Background: an optimization exercise with open tools, aiming at small area. Do not read the settings as production practice.
In this exercise RTL edits were held to simulation tests only and were not proved equivalent to the original.
Power and IR drop assume default switching activity.

==> inputs of run a <==
// BandaAsamblare
module BandaAsamblare(clear, load, clk, A, B, operatie, Result, exp);
    input clear, load, clk;
    input wire [15:0] A, B;
    input wire operatie;
    output wire [15:0] Result;
    output wire [9:0] exp;
    wire le = load & ~clear;     
    wire hd = ~load & ~clear;    
    reg [9:0]  e0n;    
    reg [19:0] f0n;    
    reg        s0n;    
    always @(posedge clk) begin
        e0n <= ~({A[14:10], B[14:10]} & {10{~clear}});
        f0n <= ~({A[9:0], B[9:0]} & {20{~clear}});
        s0n <= ~((A[15] ^ B[15]) & ~clear);
    end
    wire [4:0] ea = ~e0n[9:5];
    wire [4:0] eb = ~e0n[4:0];
    wire gt0 = ea > eb;
    wire lt0 = eb > ea;
    wire [4:0] d0 = gt0 ? ea - eb : eb - ea;
    wire [4:0] emax0 = gt0 ? ea : (lt0 ? eb : 5'd0);
    reg       gt;
    reg [4:0] d;
    reg [4:0] emax;
    reg [4:0] e2;
    always @(posedge clk) begin
        gt   <= gt0;
        d    <= d0;
        emax <= emax0;
        e2   <= emax;
    end
    reg [19:0] f1;
    reg        s1;
    always @(posedge clk) begin
        f1 <= (~f0n & {20{le}}) | (f1 & {20{hd}});
        s1 <= (~s0n & le) | (s1 & hd);
    end
    wire [9:0]  fa = f1[19:10];
    wire [9:0]  fb = f1[9:0];
    wire [9:0]  xb = gt ? fa : fb;
    wire [10:0] sm = {1'b1, gt ? fb : fa};
    wire [10:0] sh = sm >> d;
    reg  [9:0]  x2, y2;
    reg         s2;
  ...
==> module BandaAsamblare, before the edit <==
module BandaAsamblare(clear, load, clk, A, B, operatie, Result, exp);
    input clear, load, clk;
    input wire [15:0] A, B;
    input wire operatie;
    output wire [15:0] Result;
    output wire [9:0] exp;
    wire le = load & ~clear;     
    wire hd = ~load & ~clear;    
    reg [9:0]  e0n;    
    reg [19:0] f0n;    
    reg        s0n;    
    always @(posedge clk) begin
        e0n <= ~({A[14:10], B[14:10]} & {10{~clear}});
        f0n <= ~({A[9:0], B[9:0]} & {20{~clear}});
        s0n <= ~((A[15] ^ B[15]) & ~clear);
    end
    wire [4:0] ea = ~e0n[9:5];
    wire [4:0] eb = ~e0n[4:0];
    wire gt0 = ea > eb;
    wire lt0 = eb > ea;
    wire [4:0] d0 = gt0 ? ea - eb : eb - ea;
    wire [4:0] emax0 = gt0 ? ea : (lt0 ? eb : 5'd0);
    reg       gt;
    reg [4:0] d;
    reg [4:0] emax;
    reg [4:0] e2;
    always @(posedge clk) begin
        gt   <= gt0;
        d    <= d0;
        emax <= emax0;
        e2   <= emax;
    end
    reg [19:0] f1;
    reg        s1;
    always @(posedge clk) begin
        f1 <= (~f0n & {20{le}}) | (f1 & {20{hd}});
        s1 <= (~s0n & le) | (s1 & hd);
    end
    wire [9:0]  fa = f1[19:10];
    wire [9:0]  fb = f1[9:0];
    wire [9:0]  xb = gt ? fa : fb;
    wire [10:0] sm = {1'b1, gt ? fb : fa};
    wire [10:0] sh = sm >> d;
    reg  [9:0]  x2, y2;
    reg         s2;
    always @(posedge clk) begin
        x2 <= (xb & {10{le}}) | (x2 & {10{hd}});
        y2 <= (sh[9:0] & {10{le}}) | (y2 & {10{hd}});
        s2 <= (s1 & le) | (s2 & hd);
    end
    wire [10:0] r  = operatie ? {1'b0, x2} - {1'b0, y2} : {1'b0, x2} + {1'b0, y2};
    wire [9:0]  fn = r[10] ? {1'b0, r[9:1]} : r[9:0];
    wire [4:0]  en = e2 + {4'd0, r[10]};
    reg  [14:0] m3;
    always @(posedge clk)
        m3 <= ({en, fn} & {15{le}}) | (m3 & {15{hd}});
    reg [15:0] m4, m5;
    always @(posedge clk) begin
        m4 <= ({s2, m3} & {16{le}}) | (m4 & {16{hd}});
        m5 <= (m4 & {16{le}}) | (m5 & {16{hd}});
    end
    assign Result = m5;
    assign exp = m5[9:0];
endmodule
==> flow/config.mk <==
export PLATFORM = sky130hd
export DESIGN_NAME = BandaAsamblare
export DESIGN_NICKNAME = BandaAsamblare
export VERILOG_FILES = /design/flow/design.v
export SDC_FILE = /design/flow/constraint.sdc
export NUM_CORES = 4
export LEC_CHECK = 0
export ABC_AREA = 1
export CAP_MARGIN = 20
export CORE_MARGIN = 2
export CORE_UTILIZATION = 40
export SLEW_MARGIN = 20
==> flow/constraint.sdc <==
create_clock -name core_clock -period 4.0 [get_ports {clk}]
set_input_delay 0.8000 -clock core_clock [delete_from_list [all_inputs] [get_ports {clk}]]
set_output_delay 0.8000 -clock core_clock [all_outputs]
set_load 0.01 [all_outputs]
standard.sh (not shown) runs the stock make flow with config.mk's settings and CLKGATE_MAP_FILE= SYNTH_SCRIPT=/design/flow/synth_recipe.tcl, a recipe that flattens the netlist after the stock synthesis.
==> flow/flow/run.sh <==
#!/bin/bash
set -euo pipefail
W=$(pwd)
rm -rf "$W/scripts_abc"
cp -r "$FLOW_HOME/scripts" "$W/scripts_abc"
cp "$W/flow/abc_area.script" "$W/scripts_abc/abc_area.script"
CTS="-sink_clustering_enable -repair_clock_nets -dont_use_dummy_load -buf_list {sky130_fd_sc_hd__clkbuf_4} -root_buf sky130_fd_sc_hd__clkbuf_8"
bash standard.sh SCRIPTS_DIR="$W/scripts_abc" ABC_AREA=1 ADDER_MAP_FILE= \
  "CTS_ARGS=$CTS" \
  "BUFFER_PORTS_ARGS=-buffer_cell sky130_fd_sc_hd__buf_1" GPL_KEEP_OVERFLOW=0 \
  finish > flow.log 2>&1
==> flow/flow/abc_area.script <==
strash
dch
amap
&get -n
&st
&dch
&nf -a
&put
mfs2
strash
dch
amap
topo
stime -c
==> run b (differences from run a) <==
--- a/flow/design.v
+++ b/flow/design.v
@@ -9,11 +9,14 @@
     wire hd = ~load & ~clear;    
     reg [9:0]  e0n;    
-    reg [19:0] f0n;    
-    reg        s0n;    
+    reg [19:0] f0;     
+    reg        s0;     
+    reg        c0;     
     always @(posedge clk) begin
         e0n <= ~({A[14:10], B[14:10]} & {10{~clear}});
-        f0n <= ~({A[9:0], B[9:0]} & {20{~clear}});
-        s0n <= ~((A[15] ^ B[15]) & ~clear);
+        f0  <= {A[9:0], B[9:0]};
+        s0  <= A[15] ^ B[15];
+        c0  <= clear;
     end
+    wire le1 = le & ~c0;     
     wire [4:0] ea = ~e0n[9:5];
     wire [4:0] eb = ~e0n[4:0];
@@ -23,10 +26,10 @@
     wire [4:0] emax0 = gt0 ? ea : (lt0 ? eb : 5'd0);
     reg       gt;
-    reg [4:0] d;
+    reg [3:0] d;       
     reg [4:0] emax;
     reg [4:0] e2;
     always @(posedge clk) begin
         gt   <= gt0;
-        d    <= d0;
+        d    <= d0[3:0] | {4{d0[4]}};
         emax <= emax0;
         e2   <= emax;
@@ -35,6 +38,6 @@
     reg        s1;
     always @(posedge clk) begin
-        f1 <= (~f0n & {20{le}}) | (f1 & {20{hd}});
-        s1 <= (~s0n & le) | (s1 & hd);
+        f1 <= (f0 & {20{le1}}) | (f1 & {20{hd}});
+        s1 <= (s0 & le1) | (s1 & hd);
     end
     wire [9:0]  fa = f1[19:10];
==> flow/flow/run.sh (replaced) <==
#!/bin/bash
# Own layout flow: the standard ORFS flow (standard.sh) with
#  - area-oriented ABC scripts and no adder-cell mapping in synthesis: synthesis is run once
#    per flow/abc_*.script (each in its own try_* folder) and the script giving the smallest
#    synthesized area is used for the layout; registers are untouched (dfflibmap runs before
#    ABC, names as in the standard synthesis),
#  - the smallest buffer (buf_1) for the port buffers,
#  - clock tree synthesis without dummy loads, clkbuf_4 leaves and a clkbuf_8 root.
# Each make run's output goes to its own log (try_*.log, flow.log); ORFS keeps each step's
# log under orfs/logs (and try_*/logs).
set -euo pipefail
W=$(pwd)
rm -rf "$W/scripts_abc"
cp -r "$FLOW_HOME/scripts" "$W/scripts_abc"

# trial syntheses
pids=()
for s in "$W"/flow/abc_*.script; do
  n=$(basename "$s" .script)
  rm -rf "$W/sd_$n" "$W/try_$n"
  cp -r "$FLOW_HOME/scripts" "$W/sd_$n"
  cp "$s" "$W/sd_$n/abc_area.script"
  sed -e "s#WORK_HOME=[^ ]*#WORK_HOME=$W/try_$n#" -e '/^if \[\[/,$d' standard.sh > "$W/try_$n.sh"
  bash "$W/try_$n.sh" SCRIPTS_DIR="$W/sd_$n" ABC_AREA=1 ADDER_MAP_FILE= synth > "$W/try_$n.log" 2>&1 &
  pids+=($!)
  if (( ${#pids[@]} >= 3 )); then wait "${pids[0]}" || true; pids=("${pids[@]:1}"); fi
done
for p in "${pids[@]}"; do wait "$p" || true; done

best=""; best_area=""
for s in "$W"/flow/abc_*.script; do
  n=$(basename "$s" .script)
  f=$(ls "$W"/try_$n/reports/*/*/*/synth_stat.txt 2>/dev/null | head -1 || true)
  [[ -n "$f" ]] || continue
  a=$(awk '/Chip area for module/ {print $NF}' "$f" | tail -1)
  echo "$n $a" >> "$W/abc_choice.log"
  if [[ -z "$best" ]] || awk -v a="$a" -v b="$best_area" 'BEGIN{exit !(a<b)}'; then best=$s; best_area=$a; fi
done
[[ -n "$best" ]] || best="$W/flow/abc_ax.script"
echo "chosen $(basename "$best") $best_area" >> "$W/abc_choice.log"
cp "$best" "$W/scripts_abc/abc_area.script"
rm -rf "$W"/sd_abc_*

CTS="-sink_clustering_enable -repair_clock_nets -dont_use_dummy_load"
CTS="$CTS -buf_list {sky130_fd_sc_hd__clkbuf_4} -root_buf sky130_fd_sc_hd__clkbuf_8"
bash standard.sh SCRIPTS_DIR="$W/scripts_abc" ABC_AREA=1 ADDER_MAP_FILE= \
  "CTS_ARGS=$CTS" \
  "BUFFER_PORTS_ARGS=-buffer_cell sky130_fd_sc_hd__buf_1" \
  finish > flow.log 2>&1
==> flow/flow/abc_a3.script (new file) <==
strash
dch
amap
mfs2
strash
dch
amap
mfs2
strash
dch
amap
==> flow/flow/abc_ax.script (new file) <==
strash
dch
amap
&get -n
&st
&dch
&nf -a
&put
mfs2
strash
dch
amap
topo
stime -c
==> flow/flow/abc_h1.script (new file) <==
strash
dc2
dch -f
amap
mfs2
strash
dc2
dch -f
amap
mfs2
strash
dch -f
amap
topo
==> flow/flow/abc_m3.script (new file) <==
strash
dch
amap
&get -n
&st
&dch
&nf -a
&put
mfs2
strash
dch
amap
mfs2
strash
dch
amap
topo
==> flow/flow/abc_q2.script (new file) <==
strash
dch
amap
&get -n
&st
&dch
&nf -a
&put
mfs2
strash
dch
amap
mfs2
strash
dch
amap
mfs2
strash
dch
amap
mfs2
strash
dch
amap
topo
==> flow/flow/abc_s1.script (new file) <==
strash
dch
amap
&get -n
&st
&dch
&nf -a
&put
mfs2
strash
dch
amap
mfs2
strash
dch
amap
mfs2
strash
dch
amap
topo
==> flow/flow/abc_s4.script (new file) <==
strash
&get -n
&st
&synch2
&nf -a
&put
mfs2
strash
dch
amap
mfs2
strash
dch
amap
topo
- CORE_UTILIZATION: 40 -> 65
- PLACE_DENSITY: unset -> 0.85
removed: flow/flow/abc_area.script
==> run c (differences from run a) <==
--- a/flow/flow/run.sh
+++ b/flow/flow/run.sh
@@ -8,4 +8,4 @@
 bash standard.sh SCRIPTS_DIR="$W/scripts_abc" ABC_AREA=1 ADDER_MAP_FILE= \
   "CTS_ARGS=$CTS" \
-  "BUFFER_PORTS_ARGS=-buffer_cell sky130_fd_sc_hd__buf_1" GPL_KEEP_OVERFLOW=0 \
+  "BUFFER_PORTS_ARGS=-buffer_cell sky130_fd_sc_hd__buf_1" GPL_TIMING_DRIVEN=0 REMOVE_ABC_BUFFERS=1 MIN_BUF_CELL_AND_PORTS='sky130_fd_sc_hd__buf_1 A X' \
   finish > flow.log 2>&1
==> summary of the runs <==
In run b the first-iteration DRC count is larger than in run a, by 16%.
Synthesized area: run b < run c < run a.
Sequential share of layout area: run b > run a > run c.
Total power, highest first: run b, run c, run a.
Cell count, highest first: run c, run a, run b.

==> re-timing with driven ports <==
The results above use ideal ports. As a check the final layouts listed here were re-extracted and re-timed, cells and wires unchanged. Step 1: set_driving_cell puts a clkbuf_16 on clk and a buf_2 on each other input, an assumption about the parent block. Step 2 also shifts input and output timing later by t, the mid clock arrival at the registers, as if the neighbouring blocks saw the same clock. a / b / c = ideal / step 1 / step 2; a / b = the first two.
| run | shift t [ns] | setup WS [ns] | worst hold slack (ns) | worst setup path after step 2 | pins driven straight from the clock port |
|---|---|---|---|---|---|
| run a | 0.439 | 0.279 / 0.293 / -0.146 | 0.311 / 0.311 / 0.311 | input to register | 1 |
| run b | 0.422 | 0.294 / 0.299 / -0.117 | 0.347 / 0.347 / 0.347 | input to register | 1 |
| run c | 0.432 | 0.121 / 0.134 / -0.299 | 0.321 / 0.321 / 0.321 | input to register | 1 |
With both steps, setup timing fails in every run listed, where it was met with ideal ports. The setup slack of run a, which loses most, moves by +0.014 ns with the drivers and by -0.425 ns with both steps.
